From an optimization exercise on the open Yosys and OpenROAD flow, aimed at small area; shortcuts taken in it are not production practice. In this exercise RTL edits were held to simulation tests only and were not proved equivalent to the original. No activity file was given, so power comes from the tool's default toggle rates.

`flow/run.sh`:
```
#!/bin/bash
set -euo pipefail
export FLOW_FLOW_DIR=$(cd "$(dirname "${BASH_SOURCE[0]}")" && pwd)
CTS_SIZE=${CTS_SIZE:-18}
CTS_DIAM=${CTS_DIAM:-70}
{ cat "$FLOW_FLOW_DIR/abc_override.tcl"; cat synth_recipe.tcl; } > my_synth.tcl
bash standard.sh SYNTH_SCRIPT=$PWD/my_synth.tcl \
  "SYNTH_OPERATIONS_ARGS=-extra-map $FLOW_FLOW_DIR/lcu_ripple.v" \
  ADDER_MAP_FILE= \
  "CTS_ARGS=-sink_clustering_enable -repair_clock_nets -sink_clustering_size $CTS_SIZE -sink_clustering_max_diameter $CTS_DIAM -buf_list sky130_fd_sc_hd__clkbuf_8 -dont_use_dummy_load" \
  "BUFFER_PORTS_ARGS=-buffer_cell sky130_fd_sc_hd__buf_1" \
  finish > flow.log 2>&1
```
`flow/abc_override.tcl`:
```
# Map with an area-oriented ABC script instead of the flow's default one.
# Only the combinational mapping changes; the registers are mapped before.
proc abc {args} {
  set i [lsearch -exact $args -script]
  if { $i >= 0 } {
    set args [lreplace $args [expr {$i + 1}] [expr {$i + 1}] $::env(FLOW_FLOW_DIR)/area.abc]
  }
  yosys abc {*}$args
}
```
`flow/area.abc`:
```
strash
dc2
dch -f
amap
strash
&get -n
&deepsyn -T 60
&put
dch -f
amap
topo
```
`flow/lcu_ripple.v`:
```
(* techmap_celltype = "$lcu" *)
module _80_lcu_ripple (P, G, CI, CO);
	parameter WIDTH = 2;
	(* force_downto *)
	input [WIDTH-1:0] P, G;
	input CI;
	(* force_downto *)
	output [WIDTH-1:0] CO;
	genvar i;
	generate for (i = 0; i < WIDTH; i = i + 1) begin : g
		if (i == 0)
			assign CO[i] = G[i] | (P[i] & CI);
		else
			assign CO[i] = G[i] | (P[i] & CO[i-1]);
	end endgenerate
endmodule
```
`standard.sh`:
```
#!/bin/bash
# synth_recipe.tcl (not shown) runs the flow's synth.tcl, then flattens the netlist and writes it again
# the make line also repeats each setting of config.mk as NAME=value (left out here)
make -C /OpenROAD-flow-scripts/flow DESIGN_CONFIG=/design/flow/config.mk WORK_HOME=/design/flow/orfs CLKGATE_MAP_FILE= SYNTH_SCRIPT=/design/flow/synth_recipe.tcl "${@:-finish}"
```
`config.mk`:
```
export PLATFORM = sky130hd
export DESIGN_NAME = Segway
export DESIGN_NICKNAME = Segway
export VERILOG_FILES = /design/flow/design.v
export SDC_FILE = /design/flow/constraint.sdc
export NUM_CORES = 4
export LEC_CHECK = 0
export ABC_AREA = 1
export CAP_MARGIN = 20
export CORE_MARGIN = 2
export CORE_UTILIZATION = 55
export SLEW_MARGIN = 20
```
`constraint.sdc`:
```
create_clock -name core_clock -period 12.0 [get_ports {clk}]
set_input_delay 2.4000 -clock core_clock [delete_from_list [all_inputs] [get_ports {clk}]]
set_output_delay 2.4000 -clock core_clock [all_outputs]
set_load 0.01 [all_outputs]
```
`design.v`:
```
module rst_synch(RST_n, clk, rst_n);
input RST_n, clk;
output reg rst_n;
logic q1;  
always_ff @(negedge clk, negedge RST_n) begin
	if(!RST_n) begin
		q1 <= 1'b0;
		rst_n <= 1'b0;
	end
	else	begin
	    q1 <= 1'b1;
		rst_n <= q1;
	end
end
endmodule
module UART_rx(clk, rst_n, RX, clr_rdy, is_67, is_73, rdy);
input clk, rst_n, RX, clr_rdy;
output reg is_67, is_73;
output reg rdy;
logic start, shft;
logic [3:0] bit_cnt;
logic [11:0] baud_cnt;	 
logic IM_1, IM_2;
logic recieving;
logic state;			 
localparam [7:0] B67 = 8'h67;
localparam [7:0] B73 = 8'h73;
assign shft = (baud_cnt == 12'h1B1);
always_ff @(posedge clk) begin
	IM_1 <= RX;
	IM_2 <= IM_1;
end
wire [2:0] bidx = bit_cnt[2:0] - 3'd1;
wire dbit = (bit_cnt != 0) && (bit_cnt <= 8);
always_ff @(posedge clk) begin
	if (start) begin
		is_67 <= 1'b1;
		is_73 <= 1'b1;
	end else if (shft && dbit) begin
		is_67 <= is_67 & (IM_2 == B67[bidx]);
		is_73 <= is_73 & (IM_2 == B73[bidx]);
	end
end
always_ff @(posedge clk) begin
	if(start)
		baud_cnt <= 12'hE77;
	else if(shft)
		baud_cnt <= 12'h000;
	else if(recieving)
		baud_cnt <= {baud_cnt[10:0], ~(baud_cnt[11] ^ baud_cnt[5] ^ baud_cnt[3] ^ baud_cnt[0])};
end
always_ff @(posedge clk) begin
	if(start)
		bit_cnt <= 0;
	else if(shft)
		bit_cnt <= bit_cnt + 1;
end
assign start = !state & !IM_2;
assign recieving = state;
wire set_rdy = state & (bit_cnt == 10);
always_ff @ (posedge clk, negedge rst_n) begin
	if(!rst_n)
		state <= 1'b0;
	else if (start)
		state <= 1'b1;
	else if (set_rdy)
		state <= 1'b0;
end
always_ff @ (posedge clk, negedge rst_n) begin
	if(!rst_n) 
		rdy <= 1'b0;
	else if(clr_rdy)
		rdy <= 1'b0;
	else if(start)
		rdy <= 1'b0;
	else if(set_rdy)
		rdy <= 1'b1;
end
endmodule
module Auth_blk(clk, rst_n, RX, rider_off, pwr_up);
input clk, rst_n, RX, rider_off;
output reg pwr_up;
logic clr_rx_rdy, rx_rdy;
logic is_67, is_73;
UART_rx iUART(.clk, .rst_n, .RX, .clr_rdy(clr_rx_rdy), .is_67, .is_73, .rdy(rx_rdy));
typedef enum reg[1:0] {OFF,PWR1,PWR2} state_t;
state_t state, nxt_state;
always_ff @ (posedge clk, negedge rst_n) begin
	if(!rst_n)
		state <= OFF;
	else
		state <= nxt_state;
end
always_comb begin
	pwr_up = 0;
	clr_rx_rdy = 0;
	nxt_state = state;
	case(state)
		OFF:begin
			if(rx_rdy) begin
				if(is_67) begin
				    pwr_up = 1;
					nxt_state = PWR1;
				end
				clr_rx_rdy = 1;
			end
		end
		PWR1:begin
			pwr_up = 1;
			if(rx_rdy) begin
				if(is_73) 
					if(rider_off) begin
						nxt_state = OFF;
						pwr_up = 0;
					end
					else begin
						pwr_up = 1;
						nxt_state = PWR2;
					end
				clr_rx_rdy = 1;
			end
		end
		PWR2: begin 
			pwr_up = 1;
			if(rider_off) begin
				pwr_up = 0;
				nxt_state = OFF;
			end
			else if(rx_rdy) begin
				if(is_67) begin
					pwr_up = 1;
					nxt_state = PWR1;
				end
				clr_rx_rdy = 1;
			end
		end
		default: nxt_state = OFF;
	endcase 
end
endmodule
module SPI_mnrch #(parameter RW = 16) (clk, rst_n, MISO, wrt, SS_n, SCLK, done, rd_data, bit_cntr, init, bw, bin, bl, bld);
input clk, rst_n;
input MISO;
input wrt;
input bw, bin;
input bl;
input [7:0] bld;
output reg SS_n;
output SCLK;
output reg done;
output reg [RW-1:0] rd_data;
output reg [3:0] bit_cntr;
output init;
logic shft, smpl, ld_SCLK, init, done15, set_done, shift_im;
logic [3:0] SCLK_div;
logic MISO_smpl;
typedef enum reg[1:0] {IDLE,FRONT_PORCH, WORKHORSE, BACK_PORCH} state_t;
state_t state, nxt_state;
always_ff @(posedge clk) begin
	if(ld_SCLK)
		SCLK_div <= 4'b1011;
	else
		SCLK_div <= SCLK_div + 1;
end
assign SCLK = SCLK_div[3];
assign smpl = (SCLK_div == 4'b0111);
assign shift_im = (SCLK_div == 4'b1111);
always_ff @(posedge clk) begin
	if(smpl)
		MISO_smpl <= MISO;
end
always_ff @(posedge clk)
	if(shft | bw)
		rd_data[7:0] <= {rd_data[6:0], bw ? bin : MISO_smpl};
generate if (RW > 8) begin : hi
	always_ff @(posedge clk)
		if(shft | bl)
			rd_data[RW-1:8] <= bl ? bld[RW-5:4] : rd_data[RW-2:7];
end endgenerate
always_ff @(posedge clk) begin
	if(init)
		bit_cntr <= 4'h0;
	else if(bl)
		bit_cntr <= bld[3:0];
	else if(shft)
		bit_cntr <= bit_cntr + 1;
end
assign done15 = &bit_cntr;
always_ff @ (posedge clk, negedge rst_n) begin
	if(!rst_n)
		state <= IDLE;
	else
		state <= nxt_state;
end
always_comb begin
	init = 1'b0;
	ld_SCLK = 1'b0;
	set_done = 1'b0;
	shft = 1'b0;
	nxt_state = state;
	case (state)
		IDLE: begin
		    ld_SCLK = 1'b1;
			if(wrt) begin
				init = 1'b1;
				nxt_state = FRONT_PORCH;
			end	
		end
		FRONT_PORCH: begin 
			if(shift_im)
				nxt_state = WORKHORSE;
		end
		WORKHORSE: begin
			shft = shift_im;
			if(done15) begin
				nxt_state = BACK_PORCH;
			end
		end
		BACK_PORCH: begin
			if(shift_im) begin
			    shft = 1'b1;
				ld_SCLK = 1'b1;
				set_done = 1'b1;
			    nxt_state = IDLE;
			end
		end
	endcase
end
always_ff @ (posedge clk, negedge rst_n) begin
	if(!rst_n)
		SS_n <= 1'b1;
	else if(init)
		SS_n <= 1'b0;
	else if(set_done)
		SS_n <= 1'b1;
end
always_ff @ (posedge clk, negedge rst_n) begin
	if(!rst_n)
		done <= 1'b0;
	else if(init)
		done <= 1'b0;
	else if(set_done)
		done <= 1'b1;
end
endmodule
module inertial_integrator(clk, rst_n, vld, ptch_rt, AZ, ptch, win, step, cur, dl);
input clk, rst_n, vld;
input signed [15:0]ptch_rt;
input signed [15:0]AZ;
output signed [15:0]ptch;
input win;			 
input [5:0] step;	 
output cur;			 
input [7:0] dl;		 
localparam [15:0] AZ_K = 16'hFF60;	 
reg signed [26:0]ptch_int;
assign ptch = ptch_int[26:11];
reg sc;				 
reg [2:0] cy;		 
reg ybit;			 
wire lo = (step < 6'd16);
wire az_b = AZ[step[3:0]];
wire k_b = AZ_K[step[3:0]];
wire d1 = dl[0];
wire d3 = dl[2] & ((|step[5:2]) | (step[1] & step[0]));
wire d6 = dl[5] & ((|step[5:3]) | (step[2] & step[1]));
wire d8 = dl[7] & (|step[5:3]);
assign cur = lo ? (az_b ^ k_b ^ sc) : d1;
wire [5:0] pidx = step - 6'd13;
wire pb = (step < 6'd13) ? 1'b0 : (step > 6'd28) ? ~ptch[15] : ~ptch[pidx[3:0]];
wire [3:0] col = !cur + d3 + d6 + d8 + pb + cy;
always_ff @(posedge clk) begin
	if (!win) begin
		sc <= 1'b0;
		cy <= 3'b001;
	end else begin
		sc <= (az_b & k_b) | (az_b & sc) | (k_b & sc);
		cy <= col[3:1];
	end
	ybit <= col[0];
end
wire fus_pos = ~ybit;
wire w = ptch_rt[15] & ~|ptch_rt[14:7] & (ptch_rt[6:0] < 7'h50);
wire [26:0] nb = ~{{11{ptch_rt[15]}}, ptch_rt};
wire [26:0] kk = {{10{~fus_pos | w}}, ~fus_pos ^ w, {5{~fus_pos}}, 11'h451};
always @(posedge clk, negedge rst_n)
	if(!rst_n)
		ptch_int <= 0;
	else if(vld)
		ptch_int <= ptch_int + nb + kk;
endmodule
module inert_intf(clk,rst_n,ptch,ptch_rt,vld,SS_n,SCLK,
                  MOSI,MISO,INT,boot,win,dl_in,dl,azl_ld,azl_d,azl_q);
  parameter fast_sim = 1;
  input clk, rst_n;
  input MISO;
  input INT;
  output win;				 
  output dl_in;			 
  input [7:0] dl;			 
  output azl_ld;			 
  output [7:0] azl_d;
  input [7:0] azl_q;		 
  input boot;				 
  output signed [15:0] ptch;
  output signed [15:0] ptch_rt;
  output reg vld;
  output SS_n,SCLK,MOSI;
  reg [9:0] timer;			 
  reg [7:0] ptch_rt_h,ptch_rt_l;
  reg INT_ff1,INT_ff2;
  reg [2:0] cmd_id;			 
  logic wrt;
  logic clr_tmr;
  logic capture_ptchl,capture_ptchh;
  logic capture_AZl;
  wire done, init;
  wire [7:0] inert_data;
  wire [3:0] bit_cntr;
  wire signed [15:0] AZ;
  typedef enum reg [3:0] {INIT1,INIT2,INIT3,INIT4,WAIT,PTCHL,PTCHH,
                          AZL,AZH} state_t;
  state_t state,nxt_state;
  SPI_mnrch #(8) iSPI(.clk(clk),.rst_n(rst_n),.SS_n(SS_n),.SCLK(SCLK),
                  .MISO(MISO),.wrt(wrt),.done(done),
				  .rd_data(inert_data),.bit_cntr(bit_cntr),.init(init),
				  .bw(1'b0),.bin(1'b0),.bl(1'b0),.bld(8'h00));
  logic [15:0] cmd;
  always_comb
    case (cmd_id)
      3'd0: cmd = 16'h0D02;
      3'd1: cmd = 16'h1053;
      3'd2: cmd = 16'h1150;
      3'd3: cmd = 16'h1460;
      3'd4: cmd = 16'hA200;
      3'd5: cmd = 16'hA300;
      3'd6: cmd = 16'hAC00;
      default: cmd = 16'hAD00;
    endcase
  assign MOSI = cmd[~bit_cntr];
  always_ff @(posedge clk)
    if (init)
      cmd_id <= state[2:0];
  assign win = (state == AZH) && (&timer[9:6]);
  inertial_integrator iINT(.clk(clk), .rst_n(rst_n), .vld(vld),
                           .ptch_rt(ptch_rt), .AZ(AZ), .ptch(ptch),
                           .win(win), .step(timer[5:0]), .cur(dl_in), .dl(dl));
  always_ff @(posedge clk) begin
	  INT_ff1 <= INT;
	  INT_ff2 <= INT_ff1;
	end
  always_ff @(posedge clk,negedge rst_n)
    if (!rst_n)
	  state <= INIT1;
	else
	  state <= nxt_state;
  always_ff @(posedge clk, negedge rst_n)
    if (!rst_n)
	   timer <= 0;
	 else if (clr_tmr)
	   timer <= 0;
	 else
	   timer <= timer + 1;
  always_comb begin
    clr_tmr = 0;
    wrt = 0;
	capture_ptchl = 0;
	capture_ptchh = 0;
	capture_AZl = 0;
	vld = 0;
	nxt_state = INIT1;
	 case (state)
	   INIT1 : begin
		  if (boot) begin
		    wrt = 1;
		    nxt_state = INIT2;
		  end
	   end
	   INIT2 : begin
		  if (&timer) begin
		    wrt = 1;
		    nxt_state = INIT3;
		  end else
		    nxt_state = INIT2;
	   end
	   INIT3 : begin
		  if (&timer) begin
		    wrt = 1;
		    nxt_state = INIT4;
		  end else
		    nxt_state = INIT3;
	   end
	   INIT4 : begin
		  if (&timer) begin
		    wrt = 1;
		    nxt_state = WAIT;
		  end else 
		    nxt_state = INIT4;
	   end
	   WAIT : begin
	     if (INT_ff2) begin
		    wrt = 1;
		    clr_tmr = 1;
		    nxt_state = PTCHL;
		  end else
		    nxt_state = WAIT;
	   end
	   PTCHL : begin
		  capture_ptchl = done;
		  if (&timer) begin
		    wrt = 1;
		    nxt_state = PTCHH;
		  end else
		    nxt_state = PTCHL;
      end
	   PTCHH : begin
		  capture_ptchh = done;
		  if (&timer) begin
		    wrt = 1;
		    nxt_state = AZL;
		  end else
		    nxt_state = PTCHH;
      end
	   AZL : begin
		  capture_AZl = done;
		  if (&timer) begin
		    wrt = 1;
		    nxt_state = AZH;
		  end else
		    nxt_state = AZL;
      end
	   AZH : begin
		  if (&timer) begin
		    vld = 1;
		    nxt_state = WAIT;
		  end else
		    nxt_state = AZH;
      end
	   default : begin
	  	  clr_tmr = 1;
	     nxt_state = INIT1;
	   end
	 endcase
  end
  always_ff @(posedge clk, negedge rst_n)
    if (!rst_n)
	  ptch_rt_l <= 8'h00;
    else if (capture_ptchl)
	  ptch_rt_l <= inert_data;
  always_ff @(posedge clk, negedge rst_n)
    if (!rst_n)
	  ptch_rt_h <= 8'h00;
    else if (capture_ptchh)
	  ptch_rt_h <= inert_data;
  assign azl_ld = capture_AZl;
  assign azl_d = inert_data;
  assign AZ = {inert_data,azl_q};
  assign ptch_rt = {ptch_rt_h,ptch_rt_l};
endmodule
module PID(clk, rst_n, vld, pwr_up, rider_off, ptch, ptch_rt, PID_cntrl, ss_tmr);
	parameter fast_sim = 1;
	input clk, rst_n, vld, pwr_up, rider_off;
	input logic signed [15:0]ptch, ptch_rt;
	output logic signed [11:0]PID_cntrl;
	output [7:0]ss_tmr;
	logic signed [9:0] ptch_err_sat;
	logic signed [14:0]I_term;
	reg signed [17:0] integrator;
	wire signed [17:0]ptch_err_sat_sext;
	wire signed [17:0]I_mux1_mux2;
	wire signed[17:0]ptch_err_sat_sext_sum;
	wire I_overflow;
	logic signed [12:0]D_term_temp;
	logic signed [12:0]D_term;
	logic signed [15:0] I_term_sext, D_term_sext, PID_sum;
	reg [11:0] ss_pre;
	reg [7:0] ss_cnt;
	wire pre_wrap = (ss_pre == 12'h23F);
	always_ff @(posedge clk)begin
		if(!pwr_up) begin
			ss_cnt <= 8'h00;
			ss_pre <= 12'h000;
		end else if(!(&ss_cnt)) begin
			ss_pre <= pre_wrap ? 12'h000 : {ss_pre[10:0], ~(ss_pre[11] ^ ss_pre[5] ^ ss_pre[3] ^ ss_pre[0])};
			if (pre_wrap)
				ss_cnt <= ss_cnt + 1'b1;
		end
	end
	assign ss_tmr = ss_cnt;
	assign ptch_err_sat = (~ptch[15] && (|ptch[14:9]))?10'h1ff:
								(ptch[15] && !(&ptch[14:9]))? 10'h200:
								{ptch[15], ptch[8:0]};
	assign ptch_err_sat_sext = {{8{ptch_err_sat[9]}},ptch_err_sat};
	assign ptch_err_sat_sext_sum = ptch_err_sat_sext + integrator;
	assign I_overflow = (ptch_err_sat_sext[17] == integrator[17] && ptch_err_sat_sext_sum[17] != integrator[17])? 1:0;
	always_ff @(posedge clk)begin
		if(rider_off)
			integrator <= 0;
		else if(vld && !I_overflow)
			integrator <= ptch_err_sat_sext_sum;
	end
	generate if(fast_sim)begin
		assign I_term = (~integrator[17] && (|integrator[17:15]))? 15'h3fff:
						(integrator[17] && ~&integrator[17:15])? 15'h4000:
						integrator[15:1];
	end
	else begin
		assign I_term = {{3{integrator[17]}}, integrator[17:6]};
	end
	endgenerate
	assign D_term_temp = {{3{ptch_rt[15]}} ,ptch_rt[15:6]};
	assign D_term = ~D_term_temp;
	assign I_term_sext = {I_term[14],I_term};
	assign D_term_sext = {{3{D_term[12]}},D_term};
	assign PID_sum = {{6{ptch_err_sat[9]}}, ptch_err_sat} * 16'sd12 + I_term_sext + D_term_sext;
	always_ff @(posedge clk)
		PID_cntrl <= (~PID_sum[15] && (|PID_sum[14:11]))? 12'h7ff:
							(PID_sum[15] && !(&PID_sum[14:11]))? 12'h800:
							{PID_sum[15],PID_sum[10:0]};
endmodule
module SegwayMath(clk, PID_cntrl, ss_tmr, steer_sc, en_steer, pwr_up, lft_mag, lft_sgn, rght_mag, rght_sgn, too_fast);
input clk;
input signed [11:0] PID_cntrl;
input [7:0] ss_tmr;
input signed [9:0] steer_sc;	 
input en_steer, pwr_up;
output [10:0] lft_mag, rght_mag;
output lft_sgn, rght_sgn;
output reg too_fast;
logic signed [19:0] prod_cntrl_ss;
logic signed [11:0] PID_ss;
logic signed [12:0] lft_torque, rght_torque;
logic lft_fast, rght_fast;
wire [10:0] bx = {2'b00, ss_tmr, 1'b0};
wire [12:0] a1 = {PID_cntrl[11], PID_cntrl};
wire [12:0] a2 = {PID_cntrl, 1'b0};
wire [19:0] pp [0:4];
wire [4:0] ng;
genvar k;
generate for (k = 0; k < 5; k = k + 1) begin : booth
	wire b2 = bx[2*k+2], b1 = bx[2*k+1], b0 = bx[2*k];
	wire one = b1 ^ b0;
	wire two = (b2 & ~b1 & ~b0) | (~b2 & b1 & b0);
	assign ng[k] = b2 & ~(b1 & b0);
	wire [12:0] m = ({13{one}} & a1) | ({13{two}} & a2);
	wire [12:0] x = m ^ {13{ng[k]}};
	assign pp[k] = {{7{x[12]}}, x} << (2*k);
end endgenerate
wire [19:0] negs = {11'd0, ng[4], 1'b0, ng[3], 1'b0, ng[2], 1'b0, ng[1], 1'b0, ng[0]};
assign prod_cntrl_ss = pp[0] + pp[1] + pp[2] + pp[3] + pp[4] + negs;
assign PID_ss = prod_cntrl_ss[19:8];
wire signed [9:0] sp = en_steer ? steer_sc : 10'sd0;
assign lft_torque = PID_ss + sp;
assign rght_torque = PID_ss - sp;
shape iSL(.t(lft_torque), .pwr_up(pwr_up), .mag(lft_mag), .sgn(lft_sgn), .fast(lft_fast));
shape iSR(.t(rght_torque), .pwr_up(pwr_up), .mag(rght_mag), .sgn(rght_sgn), .fast(rght_fast));
always_ff @(posedge clk)
	too_fast <= lft_fast | rght_fast;
endmodule
module shape(input signed [12:0] t, input pwr_up, output [10:0] mag, output sgn, output fast);
	wire neg = t[12];
	wire [11:0] u = t[11:0] ^ {12{neg}};
	wire big = (u[11:6] != 6'd0) | (u[5:0] > (neg ? 6'd59 : 6'd60));
	wire [5:0] hi = u[11:6] + 6'd15;
	wire [10:0] mbig = (u[11:6] >= 6'd17) ? 11'h7FF : {hi[4:0], u[5:0]};
	wire [10:0] msmall = {u[6:0], {4{neg}}};
	assign mag = !pwr_up ? 11'h000 : big ? mbig : msmall;
	assign sgn = pwr_up & neg;
	assign fast = pwr_up & ~neg & (u > 12'd832);
endmodule
module balance_cntrl(clk,rst_n,vld,ptch,ptch_rt,pwr_up,rider_off,steer_sc,en_steer,lft_mag,lft_sgn,rght_mag,rght_sgn,too_fast);
parameter fast_sim = 1'b1;
input clk,rst_n;   
input vld;   
input [15:0] ptch;   
input [15:0] ptch_rt;   
input pwr_up;   
input rider_off;   
input signed [9:0] steer_sc;   
input en_steer;  
output [10:0] lft_mag, rght_mag;   
output lft_sgn, rght_sgn;   
output too_fast;   
logic [11:0] PID_cntrl;
logic [7:0] ss_tmr;
PID #(fast_sim) iPID(.clk(clk),.rst_n(rst_n),.vld(vld),.ptch(ptch),.ptch_rt(ptch_rt), .pwr_up(pwr_up),
					.rider_off(rider_off),.PID_cntrl(PID_cntrl), .ss_tmr(ss_tmr));
SegwayMath iSegwayMath(.clk(clk), .PID_cntrl(PID_cntrl), .ss_tmr(ss_tmr),.steer_sc(steer_sc), .en_steer(en_steer), 
						.pwr_up(pwr_up), .lft_mag, .lft_sgn, .rght_mag, .rght_sgn, .too_fast(too_fast));
endmodule
module steer_en_SM(clk,rst_n,tmr_full,sum_gt_min,sum_lt_min,diff_gt_1_4,
                   diff_gt_15_16,clr_tmr,en_steer,rider_off,steer_st);
 input clk;				 
  input rst_n;				 
  input tmr_full;			 
  input sum_gt_min;			 
  input sum_lt_min;			 
  input diff_gt_1_4;		 
  input diff_gt_15_16;		 
  output logic clr_tmr;		 
  output logic en_steer;	 
  output logic rider_off;	 
  output logic steer_st;	 
  typedef enum reg[1:0] {IDLE, RIDER_ON, STEER_ENABLED} state_t;
	state_t state, nxt_state;
	assign steer_st = (state == STEER_ENABLED);
  always_ff @(posedge clk, negedge rst_n) begin  
		if(!rst_n)
			state <= IDLE;
		else
			state <= nxt_state;
	end
  always_comb begin  
	nxt_state = state;
	clr_tmr = 1'b0;
	en_steer = 1'b0;
	rider_off = 1'b1;
	case(state)
		IDLE: begin 
				if(sum_gt_min) begin  
					rider_off = 1'b0;
					nxt_state = RIDER_ON;
					clr_tmr = 1'b1;
				end
			end	
		RIDER_ON: begin 
					if(sum_lt_min) begin  
						nxt_state = IDLE;
					end
					else if(~diff_gt_1_4 && tmr_full) begin 
						nxt_state = STEER_ENABLED;
						rider_off = 1'b0;
						en_steer = 1'b1;
						clr_tmr = 1'b1;
					end
					else if(~diff_gt_1_4) begin
						rider_off = 1'b0;
					end
					else if(tmr_full) begin
						rider_off = 1'b0;
						clr_tmr = 1'b1;
					end
					else begin  
						clr_tmr = 1'b0;
						rider_off = 1'b0;
					end
				end	
		STEER_ENABLED: begin
				if(sum_lt_min) begin  
					nxt_state = IDLE;
				end
				else if(diff_gt_15_16) begin
					nxt_state = RIDER_ON;
					clr_tmr = 1'b1;
					rider_off = 1'b0;
				end
				else begin  
					en_steer = 1'b1;
					rider_off = 1'b0;
				end
			end
		endcase
	end
endmodule
module steer_en(clk, rst_n, lft_ld, rght_ld, en_steer, rider_off);
	parameter fast_sim = 1;
	input clk, rst_n;
	input [11:0] lft_ld, rght_ld;
	output en_steer, rider_off;
	localparam MIN_RIDER_WT = 12'h200;
	localparam WT_HYSTERESIS = 8'h40;
	logic [12:0]sum;
	logic [11:0]diff;
	logic [11:0]sum_15_16;
	logic [11:0]thr;
	logic clr, full, steer_st, diff_gt;
	logic sum_lt_min, sum_gt_min;
	reg [15:0]tmr;		 
	assign sum = lft_ld + rght_ld;
	assign diff = lft_ld - rght_ld;
	assign sum_lt_min = (sum < MIN_RIDER_WT - WT_HYSTERESIS);
	assign sum_gt_min = (sum > MIN_RIDER_WT + WT_HYSTERESIS);
	wire [3:0] g = sum[3:1] + sum[3:2] + sum[3];
	assign sum_15_16 = {sum[11:4], g} - {3'b000, sum[12:4]};
	assign thr = steer_st ? sum_15_16 : {1'b0, sum[12:2]};
	wire neg = diff[11];
	wire [11:0] x = diff ^ {12{neg}};
	wire [12:0] cmp = {1'b0, x} + {1'b0, ~thr} + neg;
	assign diff_gt = cmp[12];
	always @(posedge clk)
		if(clr)
			tmr <= '0;
		else
			tmr <= {tmr[14:0], ~(tmr[15] ^ tmr[14] ^ tmr[12] ^ tmr[3])};
	assign full = (tmr == 16'hD577);
	steer_en_SM SM(.clk, .rst_n, .clr_tmr(clr), .tmr_full(full), .sum_gt_min, .sum_lt_min,
	               .diff_gt_1_4(diff_gt), .diff_gt_15_16(diff_gt), .rider_off, .en_steer, .steer_st);
endmodule
module PWM11(clk, rst_n, cnt, duty, en, PWM_sig);
input clk, rst_n;
input [10:0] cnt;
input [10:0] duty;
input en;			 
output reg PWM_sig;
always_ff @(posedge clk)
	PWM_sig <= en & (cnt < duty);
endmodule
module mtr_drv(clk,rst_n,lft_mag_in,lft_sgn_in,rght_mag_in,rght_sgn_in,OVR_I_lft,OVR_I_rght,PWM1_lft,
               PWM2_lft,PWM1_rght,PWM2_rght);
  input clk,rst_n;
  input [10:0] lft_mag_in, rght_mag_in;
  input lft_sgn_in, rght_sgn_in;
  input OVR_I_lft, OVR_I_rght;
  output PWM1_lft, PWM2_lft, PWM1_rght, PWM2_rght;
  reg [10:0] cnt;
  reg [10:0] lft_mag, rght_mag;
  reg lft_sgn, rght_sgn, lft_sgn_nxt, rght_sgn_nxt;
  reg spd_vld;
  reg OVR_I_ff1,OVR_I_ff2,OVR_I_ff3;
  reg OVR_I_shtdwn;
  reg [6:0] OVR_I_cnt;
  reg [3:0] PWM_cycle_cnt;
  reg OVR_I_inc_blank_n;
  wire PWM_lft,PWM_rght;
  wire PWM_synch, pre_synch;
  wire OVR_I_rise;
  wire OVR_I_blank_n;
  always_ff @(posedge clk, negedge rst_n)
    if(!rst_n) 
      cnt <= 11'h000;
    else 
      cnt <= cnt + 1;
  assign PWM_synch = &cnt;
  assign pre_synch = (cnt == 11'h7FE);
  assign OVR_I_blank_n = |cnt[10:8];
  always_ff @(posedge clk, negedge rst_n)
    if (!rst_n)
      spd_vld <= 1'b0;
    else if (pre_synch)
      spd_vld <= 1'b1;
  always_ff @(posedge clk)
    if (pre_synch) begin
	   lft_mag <= lft_mag_in;
	   rght_mag <= rght_mag_in;
      lft_sgn_nxt <= lft_sgn_in;
      rght_sgn_nxt <= rght_sgn_in;
    end
  always_ff @(posedge clk)
    if (PWM_synch) begin
	   lft_sgn <= lft_sgn_nxt;
	   rght_sgn <= rght_sgn_nxt;
	 end
  PWM11 iPWM_lft(.clk(clk), .rst_n(rst_n), .cnt(cnt), .duty(lft_mag), .en(spd_vld), .PWM_sig(PWM_lft)); 
  PWM11 iPWM_rght(.clk(clk), .rst_n(rst_n), .cnt(cnt), .duty(rght_mag), .en(spd_vld), .PWM_sig(PWM_rght));
  always_ff @(posedge clk, negedge rst_n)
    if (!rst_n) begin
	  OVR_I_ff1 <= 1'b0;
	  OVR_I_ff2 <= 1'b0;
	  OVR_I_ff3 <= 1'b0;
	end else begin
	  OVR_I_ff1 <= OVR_I_blank_n & (OVR_I_lft | OVR_I_rght);
	  OVR_I_ff2 <= OVR_I_ff1;
	  OVR_I_ff3 <= OVR_I_ff2;
	end
  assign OVR_I_rise = OVR_I_ff2 & ~OVR_I_ff3;
  always_ff @(posedge clk, negedge rst_n)
    if (!rst_n)
      OVR_I_cnt <= 7'h00;
    else if (OVR_I_rise & OVR_I_inc_blank_n)
      OVR_I_cnt <= OVR_I_cnt + 1;
    else if ((&PWM_cycle_cnt) & PWM_synch & (|OVR_I_cnt))
	  OVR_I_cnt <= OVR_I_cnt - 1;
  always_ff @(posedge clk)
    if (PWM_synch)
	  OVR_I_inc_blank_n <= 1'b1;
	else if (OVR_I_rise)
	  OVR_I_inc_blank_n <= 1'b0;
  always_ff @(posedge clk, negedge rst_n)
    if (!rst_n)
	  PWM_cycle_cnt <= 4'h0;
	else if (PWM_synch)
	  PWM_cycle_cnt <= PWM_cycle_cnt + 1;
  always_ff @(posedge clk, negedge rst_n)
    if (!rst_n)
	  OVR_I_shtdwn <= 1'b0;
	else if (&OVR_I_cnt)
	  OVR_I_shtdwn <= 1'b1;
  wire off = OVR_I_ff2 | ~OVR_I_inc_blank_n | OVR_I_shtdwn;
  assign PWM1_lft = ~off & ~lft_sgn & PWM_lft;
  assign PWM2_lft = ~off & lft_sgn & PWM_lft;
  assign PWM1_rght = ~off & ~rght_sgn & PWM_rght;
  assign PWM2_rght = ~off & rght_sgn & PWM_rght;
endmodule
module A2D_intf(input clk, rst_n, MISO, nxt, dl_en, dl_in, bl,
				input [7:0] bld,
				output [7:0] dl, bq,
				output reg[11:0] lft_ld, rght_ld,
				output reg signed [9:0] steer_sc,
				output reg batt11,
				output SS_n, SCLK, MOSI);
logic wrt, done, update, init;
logic [11:0] rd_data;
logic [3:0] bit_cntr;
logic[1:0] counter;
logic [11:0] steer_pot_limited, m;
logic signed [7:0] q;
logic signed [9:0] steer_scaled;
assign steer_pot_limited = (rd_data < 12'h200) ? 12'h200 :
                           (rd_data > 12'hE00) ? 12'hE00 :
                           rd_data;
assign m = steer_pot_limited + 12'd1;
assign q = {~m[11], m[10:4]};
assign steer_scaled = {q[7], q, 1'b0} + {{2{q[7]}}, q} + m[3];
SPI_mnrch #(12) iSPI(.clk, .rst_n, .MISO, .wrt, .SCLK, .SS_n, .done, .rd_data, .bit_cntr, .init,
                     .bw(dl_en), .bin(dl_in), .bl(bl), .bld(bld));
assign dl = rd_data[7:0];
assign bq = {rd_data[11:8], bit_cntr};
always_ff @(posedge clk, negedge rst_n) begin
	if(!rst_n) lft_ld <= 12'h000;
	else if(counter == 0 && update) lft_ld <= rd_data;
end
always_ff @(posedge clk, negedge rst_n) begin
	if(!rst_n) rght_ld <= 12'h000;
	else if(counter == 1 && update) rght_ld <= rd_data;
end
always_ff @(posedge clk, negedge rst_n) begin
	if(!rst_n) steer_sc <= -10'sd288;		 
	else if(counter == 2 && update) steer_sc <= steer_scaled;
end
always_ff @(posedge clk, negedge rst_n) begin
	if(!rst_n) batt11 <= 1'b0;
	else if(counter == 3 && update) batt11 <= rd_data[11];
end
always_ff @(posedge clk, negedge rst_n) begin
	if(!rst_n) counter <= 0;
	else if(update) counter <= counter + 1;
end
assign MOSI = (bit_cntr == 4'd2) ? (counter != 0) :
              (bit_cntr == 4'd3) ? (counter == 3) :
              (bit_cntr == 4'd4) ? (counter == 2) : 1'b0;
typedef enum reg[1:0] {IDLE, WRITE, READ, WAIT} state_t;
state_t state, nxt_state;
always_ff @(posedge clk, negedge rst_n) begin
	if(!rst_n) state <= IDLE;
	else state <= nxt_state;
end
always_comb begin
	wrt = 0;
	update = 0;
	nxt_state = state;
	case(state)
		IDLE: begin
			if(nxt) begin
				nxt_state = WRITE;
				wrt = 1;
			end
		end
		WRITE: begin
			if(done) begin
				nxt_state = WAIT;
			end
		end
		WAIT: begin
			wrt = 1;
			nxt_state = READ;
		end
		READ: begin
			if(done) begin
				update = 1;
				nxt_state = IDLE;
			end
		end
	endcase
end
endmodule
module piezo_drv(input clk, input rst_n, input en_steer, input too_fast, input batt_low, output piezo, output piezo_n, output boot);
parameter fast_sim = 1'b1;
logic [18:0] note_tmr;		 
logic [8:0] freq_tmr;		 
logic [21:0] repeat_tmr;	 
logic note_tmr_full, repeat_full, rst_note_dur;
logic freq_full;
logic [8:0] half;
typedef enum reg[2:0] {IDLE, NOTE1, NOTE2, NOTE3, NOTE4, NOTE5, NOTE6} state_nm;
state_nm state, nxt_state;
wire [21:0] repeat_nxt = {repeat_tmr[20:0], ~(repeat_tmr[21] ^ repeat_tmr[20])};
assign repeat_full = (repeat_tmr == 22'h38C82B);
assign boot = (repeat_tmr == 22'h3878F7);
always_ff @(posedge clk, negedge rst_n) begin
	if(!rst_n)
		repeat_tmr <= '0;
	else if(repeat_full)
		repeat_tmr <= '0; 
	else
		repeat_tmr <= repeat_nxt;
end
always_ff @(posedge clk) begin
	if(rst_note_dur | note_tmr_full)
		note_tmr <= '0;
	else
		note_tmr <= note_tmr + 1'b1;
end
always_ff @(posedge clk) begin
	if (freq_full || rst_note_dur)
		freq_tmr <= '0;
	else
		freq_tmr <= freq_tmr + 1'b1;	
end
assign piezo = (freq_tmr >= half);
assign piezo_n = ~piezo;
always_ff @(posedge clk, negedge rst_n) begin
	if(!rst_n) 
		state <= IDLE;
	else
		state <= nxt_state;
end
always_comb begin
	nxt_state = state;
	rst_note_dur = 1'b0;
	freq_full = (freq_tmr >= 9'd297);
	half = 9'd149;
	note_tmr_full = note_tmr[17];
	case(state)
		IDLE: begin
			if(too_fast)
				nxt_state = NOTE1;
			else if(repeat_full) begin
				if(batt_low)
					nxt_state = NOTE6;
				else if(en_steer)
					nxt_state = NOTE1;
			end
			rst_note_dur = 1'b1;
		end
		NOTE1: begin
			freq_full = (freq_tmr >= 9'd499);
			half = 9'd250;
			if(note_tmr_full) begin
				if(too_fast)
					nxt_state = NOTE2;
				else if(batt_low)
					nxt_state = IDLE;
				else if(en_steer)
					nxt_state = NOTE2;
				else 
					nxt_state = IDLE;
			end
		end
		NOTE2: begin
			freq_full = (freq_tmr >= 9'd374);
			half = 9'd187;
			if(note_tmr_full) begin
				if(too_fast)
					nxt_state = NOTE3;
				else if(batt_low)
					nxt_state = NOTE1;
				else if(en_steer)
					nxt_state = NOTE3;
				else 
					nxt_state = IDLE;
			end
		end
		NOTE3: begin
			if(note_tmr_full) begin
				if(too_fast)
					nxt_state = NOTE1;
				else if(batt_low)
					nxt_state = NOTE2;
				else if(en_steer)
					nxt_state = NOTE4;
				else 
					nxt_state = IDLE;
			end
		end
		NOTE4: begin
			freq_full = (freq_tmr >= 9'd250);
			half = 9'd125;
			note_tmr_full = note_tmr[17] & note_tmr[16];
			if(note_tmr_full) begin
				if(batt_low)
					nxt_state = NOTE3;
				else if(en_steer)
					nxt_state = NOTE5;
				else 
					nxt_state = IDLE;
			end
		end
		NOTE5: begin
			note_tmr_full = note_tmr[16];
			if(note_tmr_full) begin
				if(batt_low)
					nxt_state = NOTE4;
				else if(en_steer)
					nxt_state = NOTE6;
				else 
					nxt_state = IDLE;
			end
		end
		NOTE6: begin
			freq_full = (freq_tmr >= 9'd250);
			half = 9'd125;
			note_tmr_full = note_tmr[18];
			if(note_tmr_full) begin
				if(batt_low)
					nxt_state = NOTE5;
				else
					nxt_state = IDLE;
			end
		end
		default: ;
	endcase
end
endmodule
module Segway(clk,RST_n,INERT_SS_n,INERT_MOSI,INERT_SCLK,
              INERT_MISO,INERT_INT,A2D_SS_n,A2D_MOSI,A2D_SCLK,
			  A2D_MISO,PWM1_lft,PWM2_lft,PWM1_rght,PWM2_rght,
			  OVR_I_lft,OVR_I_rght,piezo_n,piezo,RX);
  input clk,RST_n;
  input INERT_MISO;						 
  input A2D_MISO;						 
  input INERT_INT;						 
  input OVR_I_lft,OVR_I_rght;			 
  input RX;								 
  output A2D_SS_n, INERT_SS_n;			 
  output A2D_MOSI, INERT_MOSI;			 
  output A2D_SCLK, INERT_SCLK;			 
  output PWM1_lft, PWM2_lft;  			 
  output PWM1_rght,PWM2_rght;			 
  output piezo_n,piezo;					 
  logic rst_n;							 
  logic vld;								 
  logic [15:0] ptch;						 
  logic [15:0] ptch_rt;
  logic [10:0] lft_mag, rght_mag;		 
  logic lft_sgn, rght_sgn;				 
  logic lft_rev, rght_rev;				 
  logic [11:0] lft_ld, rght_ld;		 
  logic batt11;							 
  logic signed [9:0] steer_sc;			 
  logic norm_mode;						 
  logic en_steer;						 
  logic rider_off;						 
  logic batt_low;
  logic too_fast;
  logic fus_win, fus_bit;				 
  logic [7:0] fus_dl;					 
  logic azl_ld;							 
  logic [7:0] azl_q;					 
  logic [7:0] inert_byte;				 
  logic boot;							 
  logic pwr_up;							 
  localparam BATT_THRES = 12'h800;
  localparam fast_sim = 1;
  Auth_blk iAuth(.clk(clk),.rst_n(rst_n),.RX(RX),.rider_off(rider_off),.pwr_up(pwr_up));
  inert_intf #(fast_sim) iNEMO(.clk(clk),.rst_n(rst_n),.ptch(ptch),.ptch_rt(ptch_rt),
                   .vld(vld),.SS_n(INERT_SS_n),.SCLK(INERT_SCLK),
				   .MOSI(INERT_MOSI),.MISO(INERT_MISO),
				   .INT(INERT_INT),.boot(boot),.win(fus_win),.dl_in(fus_bit),.dl(fus_dl),
				   .azl_ld(azl_ld),.azl_d(inert_byte),.azl_q(azl_q));
  balance_cntrl #(fast_sim) iBAL(.clk(clk),.rst_n(rst_n),.vld(vld),.ptch(ptch),
                     .ptch_rt(ptch_rt),.pwr_up(pwr_up),.rider_off(rider_off),
					 .steer_sc(steer_sc),.en_steer(en_steer),.lft_mag(lft_mag),.lft_sgn(lft_sgn),
					 .rght_mag(rght_mag),.rght_sgn(rght_sgn),.too_fast(too_fast));
  steer_en #(fast_sim) iSTR(.clk(clk),.rst_n(rst_n),.lft_ld(lft_ld),
                            .rght_ld(rght_ld),
							.en_steer(en_steer),.rider_off(rider_off));
  mtr_drv iDRV(.clk(clk),.rst_n(rst_n),.lft_mag_in(lft_mag),.lft_sgn_in(lft_sgn),
               .rght_mag_in(rght_mag),.rght_sgn_in(rght_sgn),.PWM1_lft(PWM1_lft),.PWM2_lft(PWM2_lft),
			   .PWM1_rght(PWM1_rght),.PWM2_rght(PWM2_rght),
			   .OVR_I_lft(OVR_I_lft),.OVR_I_rght(OVR_I_rght));
  A2D_intf iA2D(.clk(clk),.rst_n(rst_n),.nxt(vld),.dl_en(fus_win),.dl_in(fus_bit),.dl(fus_dl),
                .bl(azl_ld),.bld(inert_byte),.bq(azl_q),.lft_ld(lft_ld),.rght_ld(rght_ld),
                .batt11(batt11),.steer_sc(steer_sc),.SS_n(A2D_SS_n),.SCLK(A2D_SCLK),
				.MOSI(A2D_MOSI),.MISO(A2D_MISO));
  assign batt_low = ~batt11;		 
  piezo_drv #(fast_sim) iBUZZ(.clk(clk),.rst_n(rst_n),.en_steer(en_steer),.too_fast(too_fast),
              .batt_low(batt_low),.piezo(piezo),.piezo_n(piezo_n),.boot(boot));
  rst_synch iRST(.clk(clk),.RST_n(RST_n),.rst_n(rst_n));
endmodule
```
==> impl_metrics.json, run 1 <==
{
  "netlist_area_um2": 20700,
  "endpoint_kind": "flip-flop",
  "synth.net_count": 2864,
  "synth_area_per_cell_um2": 7.26,
  "vias": 19714,
  "met1_usage_pct": 34.2,
  "fin_worst_skew_ns": 0.120,
  "crit_path_top_delay_cell": "dfrtp_1",
  "fin_util_pct": 58.8,
  "cts_root_buffer": "clkbuf_8",
  "fin_cells": 3422,
  "netlist-cell-type-count": 57,
  "min_delay_path_depth": 0,
  "fillers": 3497,
  "ioPinCount": 20,
  "switching_power_uw": 596,
  "tightest_slew_ns": 0.929,
  "drt-wirelength-per-cell_um": 14.7,
  "start_util_pct": 55.4,
  "die_height_um": 198,
  "setup_viol": 0,
  "track_usage_pct": 25.5,
  "power.internal_mw": 1.59,
  "power_frac_comb_pct": 13.4,
  "met3_usage_pct": 2.73,
  "initialDrtViolationCount": 1300,
  "multi_input_area_um2": 11000,
  "power_density_nw_per_um2": 99.6,
  "use_met2_pct": 44.2,
  "fp.dieArea_um2": 39300,
  "die_x_um": 198,
  "place_congestion": 0.932,
  "p_leak_nw": 8.23,
  "worstSetupStartpointType": "flip-flop",
  "syn2layout_area_growth_pct": 6.14,
  "drtAntennaViolNets": 0,
  "drc": 0,
  "drtPass1Iterations": 6,
  "p_sw_share_pct": 27.2,
  "slew_viol_final": 0,
  "synth_edf_count": 51,
  "whs_ns": 0.307,
  "synth_top_area_share_pct": 18.8,
  "slew-limit-headroom_pct": 38.1,
  "fin_ws_ns": 1.27,
  "drv_cap": 0,
  "async_flop_share_pct": 46.1,
  "htreeDepth": 1,
  "hold_violations": 0,
  "antenna_found_initial": 0,
  "crit_arrival_ns": 11.06,
  "drive_gt1_share_pct": 2.40,
  "required_ns": 12.33,
  "port-buffer-count": 19,
  "synth_top_area_cell": "dfrtp_1",
  "place_area_um2": 21600,
  "fin_area_um2": 22000,
  "core_um2": 37400,
  "cts_tree": "done",
  "cp_common_cell": "nor2_1",
  "p_seq_share_pct": 60.9,
  "clockBufferDepth": 3,
  "clock-sinks": 356,
  "ys_seq_area_share_pct": 40.8,
  "grt_pass1_vias": 17620,
  "regArea_um2": 8470,
  "fmax_mhz": 93.2,
  "ys_warn_count": 15,
  "synth-seq-cells": 356,
  "grt_pass1_wl_um": 83400,
  "path_max_fanout": 13,
  "power_mw": 2.19,
  "reg2regPathDepth": 68,
  "vdd_drop_max_mv": 0.146,
  "outcome": "timing/DRC/antenna clean",
  "cpPeakStageDelay_ns": 0.36,
  "dp_slack_ns": 0.635,
  "clk_latency_ns": 0.64,
  "busiest_layer": "met2",
  "nets": 2921,
  "grt_max_degree": 163,
  "numCtsBuffers": 27,
  "syn_inst": 2856,
  "clk_pin_slew_ns": 0.10,
  "min_period_ns": 10.73,
  "rsz0062_at_grt": "no",
  "antennaDiodeCount": 0,
  "hpwlAfterDp_um": 38300,
  "finalCritPeriodShare_pct": 89.4,
  "dp_cells": 3392,
  "avgViaCountPerCell": 5.76,
  "wirelength_um": 50400,
  "pwr-share-clk_pct": 25.6,
  "num_rows": 71,
  "tns_ns": 0,
  "path_class": "flip-flop to flip-flop",
  "grt_overflow": 0,
  "hold_class": "flip-flop to flip-flop",
  "ys_top_cells_by_area": "dfrtp_1 (19%), dfxtp_1 (14%), nor2_1 (12%)",
  "ys.flop_type": "dfrtp_1"
}
kinds of logic after synthesis:
group           count (synthesis)  share of synthesized area [%]
buf+inv                       341                           6.17
compound gates                974                           28.7
xor+xnor                        3                          0.127
other cells                     1                         0.0181
simple gates                 1181                           24.1
flops                         356                           40.8
routing by layer:
| layer | vias to the layer above | wire length, um |
|---|---|---|
| met5 | - | 0 |
| met4 | 0 | 1130 |
| met3 | 71 | 2280 |
| met2 | 454 | 23500 |
| met1 | 8911 | 23400 |
| li1 | 10278 | - |
worst paths after layout:
check                                            start                         endpoint  slack [ns]
min reg2reg                          iRST.q1$_DFF_NN0_             iRST.rst_n$_DFF_NN0_        0.31
max reg2reg                iA2D.rght_ld[1]$_DFFE_PN0P_   iDRV.rght_mag[4]$_SDFFCE_PN0N_        1.27
max                        iA2D.rght_ld[1]$_DFFE_PN0P_   iDRV.rght_mag[4]$_SDFFCE_PN0N_        1.27
min in group asynchronous         iRST.rst_n$_DFF_NN0_  iNEMO.iSPI.state[0]$_DFFE_PN0P_        6.46
max in group asynchronous                        RST_n                iRST.q1$_DFF_NN0_        4.38
min                                  iRST.q1$_DFF_NN0_             iRST.rst_n$_DFF_NN0_        0.31
cell usage in the layout, fill, tap and decap left out, drive strengths merged, types with 16 or more instances in the layout:
cell type,netlist,layout
a211oi,48,48
nand4,18,18
a31oi,26,26
nor2b,39,39
a21oi,260,260
o21a,39,39
nand3,26,26
o32ai,22,22
buf,12,40
and2,19,19
nand2,254,254
nor2,649,649
dfrtp,156,156
o21ai,293,293
and3,27,27
clkinv,329,326
dfxtp,141,141
clkbuf,0,27
a22oi,33,33
nor3,93,93
nor4,16,16
o22ai,121,121
edfxtp,51,51
flip-flops by register name, summed over array words and instances, names as in the netlist, 7 cells and up:
register,flops
iDRV.lft_mag,11
iBUZZ.repeat_tmr,22
iNEMO.ptch_rt_h,8
iBUZZ.note_tmr,19
iNEMO.ptch_rt_l,8
iDRV.OVR_I_cnt,7
iBAL.iPID.ss_pre,12
iBAL.iPID.integrator,18
iA2D.rght_ld,12
iA2D.steer_sc,10
iDRV.rght_mag,11
iA2D.iSPI.rd_data,12
iA2D.lft_ld,12
iAuth.iUART.baud_cnt,12
iBAL.iPID.ss_cnt,8
iNEMO.iSPI.rd_data,8
iNEMO.timer,10
iSTR.tmr,16
iNEMO.iINT.ptch_int,27
iBAL.iPID.PID_cntrl,12
iBUZZ.freq_tmr,9
iDRV.cnt,11
cells in the mapped netlist, types with 11 or more instances:
master and n:
o221a_1 15, a21o_1 15, nor2_1 649, nand2_1 254
edfxtp_1 51, o22a_1 14, o22ai_1 121, and3_1 27
a31oi_1 26, nor3_1 93, o21ai_0 293, a211oi_1 48
o32ai_1 22, nor2b_1 39, a21oi_1 260, dfrtp_1 156
nor4_1 16, buf_1 12, and2_0 19, dfxtp_1 141
nand3_1 26, a22oi_1 33, clkinv_1 329, or2_0 13
nand4_1 18, or4_1 11, a221oi_1 15, o21a_1 39
layout make-up:
class	count	area share [%]
tap	511	2.91
clock buffer	27	1.69
timing repair buffer	40	1.10
multi-input combinational	2159	50.2
inverter	329	5.65
sequential	356	38.5
power groups by stage:
| stage | sequential, mW | combinational (mW) | clock, mW |
|---|---|---|---|
| after global placement | 1.36 | 0.284 | 0 |
| after detailed placement | 1.36 | 0.295 | 0 |
| after global routing | 1.34 | 0.338 | 0.633 |
| after CTS | 1.33 | 0.295 | 0.591 |
| final | 1.34 | 0.294 | 0.562 |
| after floorplan | 1.35 | 0.221 | 0 |
critical path, delay by kind of cell (launching register included):
kind / cells / cell delay (ns)
buffers and inverters: 7 / 1.19
AND/OR/NAND/NOR: 33 / 4.37
AO/OA/AOI/OAI: 28 / 4.48
flip-flops: 1 / 0.36
timing repair:
action | 4_1_cts | 5_1_grt
hold buffers | 0 | 0
buffers inserted | 0 | 3
resized for setup | 0 | 21
setup endpoints to repair | 0 | 23
==> inputs of run 2 (changes only) <==
--- a/config.mk
+++ b/config.mk
@@ -9,4 +9,5 @@
 export CAP_MARGIN = 20
 export CORE_MARGIN = 2
 export CORE_UTILIZATION = 55
+export GPL_TIMING_DRIVEN = 0
 export SLEW_MARGIN = 20
==> impl_metrics.json, run 2 <==
{
  "hold_class": "flip-flop to flip-flop",
  "fin_worst_skew_ns": 0.127,
  "path_max_fanout": 15,
  "grt_overflow": 0,
  "setup_viol": 0,
  "vias": 19893,
  "required_ns": 12.35,
  "antenna_found_initial": 0,
  "clock-sinks": 356,
  "path_class": "flip-flop to flip-flop",
  "numCtsBuffers": 27,
  "drc": 0,
  "drtAntennaViolNets": 0,
  "drive_gt1_share_pct": 3.03,
  "die_x_um": 198,
  "postCtsHoldBufs": 0,
  "clk_latency_ns": 0.66,
  "min_period_ns": 10.73,
  "drv_cap": 0,
  "drtPass1Iterations": 8,
  "fp.dieArea_um2": 39300,
  "initialDrtViolationCount": 1242,
  "crit_path_top_delay_cell": "a211oi_1",
  "ys.flop_type": "dfrtp_1",
  "ys_seq_area_share_pct": 40.8,
  "antennaDiodeCount": 0,
  "syn_inst": 2856,
  "slew_viol_final": 0,
  "worstSetupStartpointType": "flip-flop",
  "netlist_area_um2": 20700,
  "fillers": 3506,
  "htreeDepth": 1,
  "ys_warn_count": 15,
  "ys_top_cells_by_area": "dfrtp_1 (19%), dfxtp_1 (14%), nor2_1 (12%)",
  "synth.net_count": 2864,
  "r2r_slack_ns": 1.27,
  "async_flop_share_pct": 46.1,
  "synthTopCellsByCount": "nor2_1 (649), clkinv_1 (329), o21ai_0 (293), a21oi_1 (260), nand2_1 (254)",
  "grt_max_degree": 28,
  "netlist-cell-type-count": 57,
  "power_density_nw_per_um2": 99.1,
  "slew-limit-headroom_pct": 38.8,
  "ioPinCount": 20,
  "grt_pass1_wl_um": 84500,
  "regArea_um2": 8470,
  "num_rows": 71,
  "nets": 2944,
  "regMostFlops": "iNEMO.iINT.ptch_int",
  "synth.most_common_cell": "nor2_1",
  "whs_ns": 0.295,
  "cp_common_cell": "nand2_1",
  "cts_root_buffer": "clkbuf_8",
  "synth-seq-cells": 356,
  "p_leak_nw": 8.35,
  "vdd_drop_max_mv": 0.118,
  "outcome": "timing/DRC/antenna clean",
  "clk_pin_slew_ns": 0.11,
  "multi_input_area_um2": 11100,
  "core_um2": 37400,
  "synth_top_area_cell": "dfrtp_1",
  "clockBufferDepth": 3,
  "crit_arrival_ns": 11.08,
  "hpwlAfterDp_um": 39100,
  "top_regs": "iNEMO.iINT.ptch_int: 27 flops, iBUZZ.repeat_tmr: 22 flops, iBUZZ.note_tmr: 19 flops",
  "port-buffer-count": 19,
  "synth_area_per_cell_um2": 7.26,
  "final_common_cell": "nor2_1",
  "place_congestion": 0.911,
  "cts_tree": "done",
  "avgViaCountPerCell": 5.77,
  "drt-wirelength-per-cell_um": 14.7,
  "die_height_um": 198,
  "track_usage_pct": 25.8,
  "tightest_slew_ns": 0.913,
  "synth_edf_count": 51,
  "endpoint_kind": "flip-flop",
  "power_mw": 2.21,
  "hold_violations": 0,
  "wirelength_um": 50500,
  "synth_top_area_share_pct": 18.8,
  "largest_reg_flops": 27,
  "fmax_mhz": 93.2,
  "start_util_pct": 55.4,
  "grt_pass1_vias": 18067,
  "finalCritPeriodShare_pct": 89.4,
  "syn2layout_area_growth_pct": 7.42,
  "most-common-layout-cells": "nor2_1 (647), clkinv_1 (324), o21ai_0 (278)",
  "cpPeakStageDelay_ns": 0.38
}
## run 2: cell counts after synthesis
No cell type changed its count.
## run 2: power breakdown
part | switching, mW | internal, mW | leakage [nW]
clock network | 0.367 | 0.200 | 0.194
logic | 0.189 | 0.117 | 4.43
registers | 0.0502 | 1.28 | 3.73
## run 2: area by class of cell
cell class	count	area share, %
sequential	356	38.0
timing repair inverter	1	0.0225
tap	511	2.87
multi-input combinational	2159	49.8
clock buffer	27	1.67
inverter	329	5.59
timing repair buffer	50	1.86
buffer	12	0.202
## run 2: path summary, 6_finish.rpt
kind                                                      end                        start  cells past startpoint
worst max-delay path            iDRV.lft_mag[5]$_SDFFCE_PN0N_  iA2D.rght_ld[1]$_DFFE_PN0P_                     65
worst min-delay path                     iRST.rst_n$_DFF_NN0_            iRST.q1$_DFF_NN0_                      0
worst max register to register  iDRV.lft_mag[5]$_SDFFCE_PN0N_  iA2D.rght_ld[1]$_DFFE_PN0P_                     65
worst min register to register           iRST.rst_n$_DFF_NN0_            iRST.q1$_DFF_NN0_                      0
max in group asynchronous                iRST.rst_n$_DFF_NN0_                        RST_n                      1
min in group asynchronous       iBUZZ.repeat_tmr[0]$_DFF_PN0_         iRST.rst_n$_DFF_NN0_                      1
## run 2: through the flow
step / setup TNS [ns] / worst slack (ns) / instances / cell area [um^2] / util (%)
floorplan: 0 / 1.03 / 2856 / 20700 / -
global placement: -161.66 / -1.04 / 3386 / 21400 / 57.3
detailed placement: -4.88 / -0.700 / 3403 / 21700 / 58.0
CTS: 0 / 0.0623 / 3430 / 22100 / 59.1
global route: -0.000347 / -0.000347 / 3445 / 22300 / 59.5
finish: 0 / 1.27 / 3445 / 22300 / 59.5
## run 2: cells by family after synthesis
| group | count (synthesis) | share of synthesized area [%] |
|---|---|---|
| buffers and inverters | 341 | 6.17 |
| XOR/XNOR | 3 | 0.127 |
| AO/OA/AOI/OAI | 974 | 28.7 |
| other | 1 | 0.0181 |
| AND/OR/NAND/NOR | 1181 | 24.1 |
| flip-flops | 356 | 40.8 |
## run 2: repair_timing
item / 4_1_cts / 5_1_grt
cloned: 0 / 1
endpoints found under the setup margin: 18 / 23
resized for setup: 3 / 34
hold endpoints to repair: 0 / 0
pin swaps: 0 / 3
setup buffers: 0 / 14
## run 2: critical path, delay by kind of cell, from the launching register on
kind                   cells  cell delay [ns]
flip-flops                 1             0.36
buffers and inverters      7             1.08
AND/OR/NAND/NOR           27             3.68
AO/OA/AOI/OAI             31             5.27
## run 2: routing by layer
metal / wire length, um / vias to the layer above / global-route usage [%]
met1: 23400 / 9070 / 34.5
li1: - / 10317 / -
met3: 2230 / 72 / 2.62
met4: 1110 / 0 / 5.99
met2: 23800 / 434 / 45.2
met5: 0 / - / 0
==> inputs of run 3 (changes only) <==
--- a/config.mk
+++ b/config.mk
@@ -9,5 +9,5 @@
 export CAP_MARGIN = 20
 export CORE_MARGIN = 2
 export CORE_UTILIZATION = 55
-export GPL_TIMING_DRIVEN = 0
+export GPL_ROUTABILITY_DRIVEN = 0
 export SLEW_MARGIN = 20
==> impl_metrics.json, run 3 <==
{
  "grt_max_degree": 163,
  "power_density_nw_per_um2": 99.9,
  "async_flop_share_pct": 46.1,
  "die_x_um": 198,
  "synthMuxAreaShare_pct": 0,
  "crit_arrival_ns": 11.14,
  "port-buffer-count": 19,
  "fillers": 3474,
  "met3_usage_pct": 2.52,
  "dp_slack_ns": 0.681,
  "antenna_found_initial": 0,
  "drv_cap": 0,
  "synth_adder_area_share_pct": 0,
  "reg2regPathDepth": 70,
  "cp_num_buf_inv": 9,
  "nets": 2921,
  "numCtsBuffers": 27,
  "crit_path_top_delay_cell": "dfrtp_1",
  "clk_latency_ns": 0.66,
  "htreeDepth": 1,
  "min_period_ns": 10.77,
  "fin_ws_ns": 1.23,
  "ys_warn_count": 15,
  "hold_class": "flip-flop to flip-flop",
  "clockBufferDepth": 3,
  "final_common_cell": "nor2_1",
  "cp_common_cell": "nor2_1",
  "finalCritPeriodShare_pct": 89.7,
  "syn2layout_area_growth_pct": 6.14,
  "regMostFlops": "iNEMO.iINT.ptch_int",
  "largest_reg_flops": 27,
  "fin_cells": 3422,
  "drive_gt1_share_pct": 2.30,
  "track_usage_pct": 25.9,
  "ioPinCount": 20,
  "syn_inst": 2856,
  "worstSetupStartpointType": "flip-flop",
  "cp_num_cells": 70,
  "whs_ns": 0.308,
  "most-common-layout-cells": "nor2_1 (649), clkinv_1 (326), o21ai_0 (289)",
  "busiest_layer": "met2",
  "synth.net_count": 2864,
  "critPathTopFamily": "compound AO/OA/AOI/OAI gates",
  "netlist-cell-type-count": 57,
  "synth_top_area_cell": "dfrtp_1",
  "synth_edf_count": 51,
  "hpwlAfterDp_um": 38000,
  "synth_top_family_by_area": "compound AO/OA/AOI/OAI gates",
  "slew_viol_final": 0,
  "drt-wirelength-per-cell_um": 14.6,
  "vdd_drop_max_mv": 0.116,
  "die_height_um": 198,
  "fp.dieArea_um2": 39300,
  "endpoint": "iDRV.rght_mag[1]$_SDFFCE_PN0N_",
  "clk_pin_slew_ns": 0.10,
  "cts_root_buffer": "clkbuf_8",
  "drtPass1Iterations": 8,
  "ys_seq_area_share_pct": 40.8,
  "grt_pass1_wl_um": 84800,
  "cpPeakStageDelay_ns": 0.36,
  "fmax_mhz": 92.9,
  "synth_xor_area_share_pct": 0.127,
  "setup_viol": 0,
  "synth.most_common_cell": "nor2_1",
  "core_um2": 37400,
  "synth_area_per_cell_um2": 7.26,
  "path_max_fanout": 13,
  "ys.flop_type": "dfrtp_1",
  "grt_overflow": 0,
  "rr_endpoint": "iDRV.rght_mag[1]$_SDFFCE_PN0N_",
  "rsz0062_at_grt": "no",
  "dp_cells": 3392,
  "synth_top_area_share_pct": 18.8,
  "critical_path.startpoint": "iA2D.rght_ld[1]$_DFFE_PN0P_",
  "p_leak_nw": 8.24,
  "path_class": "flip-flop to flip-flop",
  "power_mw": 2.20,
  "slew-limit-headroom_pct": 29.1,
  "netlist_area_um2": 20700,
  "ys_top_cells_by_area": "dfrtp_1 (19%), dfxtp_1 (14%), nor2_1 (12%)",
  "required_ns": 12.37,
  "hold_violations": 0,
  "tns_ns": 0,
  "wirelength_um": 49900,
  "cts_tree": "done",
  "reg2reg_from": "iA2D.rght_ld[1]$_DFFE_PN0P_",
  "start_util_pct": 55.4,
  "r2r_slack_ns": 1.23,
  "grt_pass1_vias": 17736,
  "endpoint_kind": "flip-flop",
  "outcome": "timing/DRC/antenna clean",
  "avgViaCountPerCell": 5.73,
  "tightest_slew_ns": 1.06,
  "yosys.area_share.simple_pct": 24.1,
  "postCtsHoldBufs": 0,
  "use_met2_pct": 43.8,
  "antennaDiodeCount": 0,
  "top_regs": "iNEMO.iINT.ptch_int: 27 flops, iBUZZ.repeat_tmr: 22 flops, iBUZZ.note_tmr: 19 flops",
  "synth_compound_area_share_pct": 28.7,
  "met1_usage_pct": 35.9,
  "drtAntennaViolNets": 0,
  "vias": 19605,
  "initialDrtViolationCount": 1653,
  "drc": 0,
  "clock-sinks": 356,
  "fin_worst_skew_ns": 0.0969,
  "synth-seq-cells": 356,
  "synthTopCellsByCount": "nor2_1 (649), clkinv_1 (329), o21ai_0 (293), a21oi_1 (260), nand2_1 (254)",
  "num_rows": 71
}
-- run 3: cell counts after synthesis --
Identical to the previous run, type by type.
-- run 3: where the power goes --
| group | total (mW) | internal, mW | switching, mW |
|---|---|---|---|
| Sequential | 1.34 | 1.28 | 0.0513 |
| Clock | 0.569 | 0.200 | 0.369 |
| Combinational | 0.294 | 0.110 | 0.184 |
| Total | 2.20 | 1.59 | 0.604 |
-- run 3: how the worst min path moves through the flow --
stage	start	endpoint	slack (ns)	cells after the start
6_report	iRST.q1$_DFF_NN0_	iRST.rst_n$_DFF_NN0_	0.31	0
4_1_cts	iRST.q1$_DFF_NN0_	iRST.rst_n$_DFF_NN0_	0.31	0
3_3_place_gp	iRST.q1$_DFF_NN0_	iRST.rst_n$_DFF_NN0_	0.30	0
5_1_grt	iRST.q1$_DFF_NN0_	iRST.rst_n$_DFF_NN0_	0.32	0
2_1_floorplan	iRST.q1$_DFF_NN0_	iRST.rst_n$_DFF_NN0_	0.29	0
3_5_place_dp	iRST.q1$_DFF_NN0_	iRST.rst_n$_DFF_NN0_	0.31	0
-- run 3: metal layers --
metal  wire length [um]  vias to the layer above
met5                  0                        -
met4                863                        0
met3               2410                       59
met2              23200                      454
met1              23400                     8817
li1                   -                    10275
-- run 3: logic make-up (layout without fill, tap and decap cells) --
logic type,count (synthesis),in the layout
and+or+nand+nor,1181,1181
AOI/OAI and AO/OA,974,974
DFF,356,356
buffers and inverters,341,396
xor gates and xnor gates,3,3
other,1,1
-- run 3: final cells by class --
cell class / count / area, um^2 / area share (%)
clock buffer: 27 / 372 / 1.69
inverter: 329 / 1240 / 5.65
multi-input combinational: 2159 / 11000 / 50.2
sequential: 356 / 8470 / 38.5
tap: 511 / 639 / 2.91
timing repair buffer: 40 / 241 / 1.10
-- run 3: per-stage QoR --
stage / utilization [%] / instance area (um^2)
2_1_floorplan: - / 20700
3_3_place_gp: 57.6 / 21600
3_5_place_dp: 57.6 / 21600
4_1_cts: 58.6 / 21900
5_1_grt: 58.8 / 22000
6_report: 58.8 / 22000
-- run 3: what timing repair did --
item	CTS	global route
buffers inserted	0	3
resized for setup	0	18
endpoints found under the setup margin	0	23
endpoints found under the hold margin	0	0
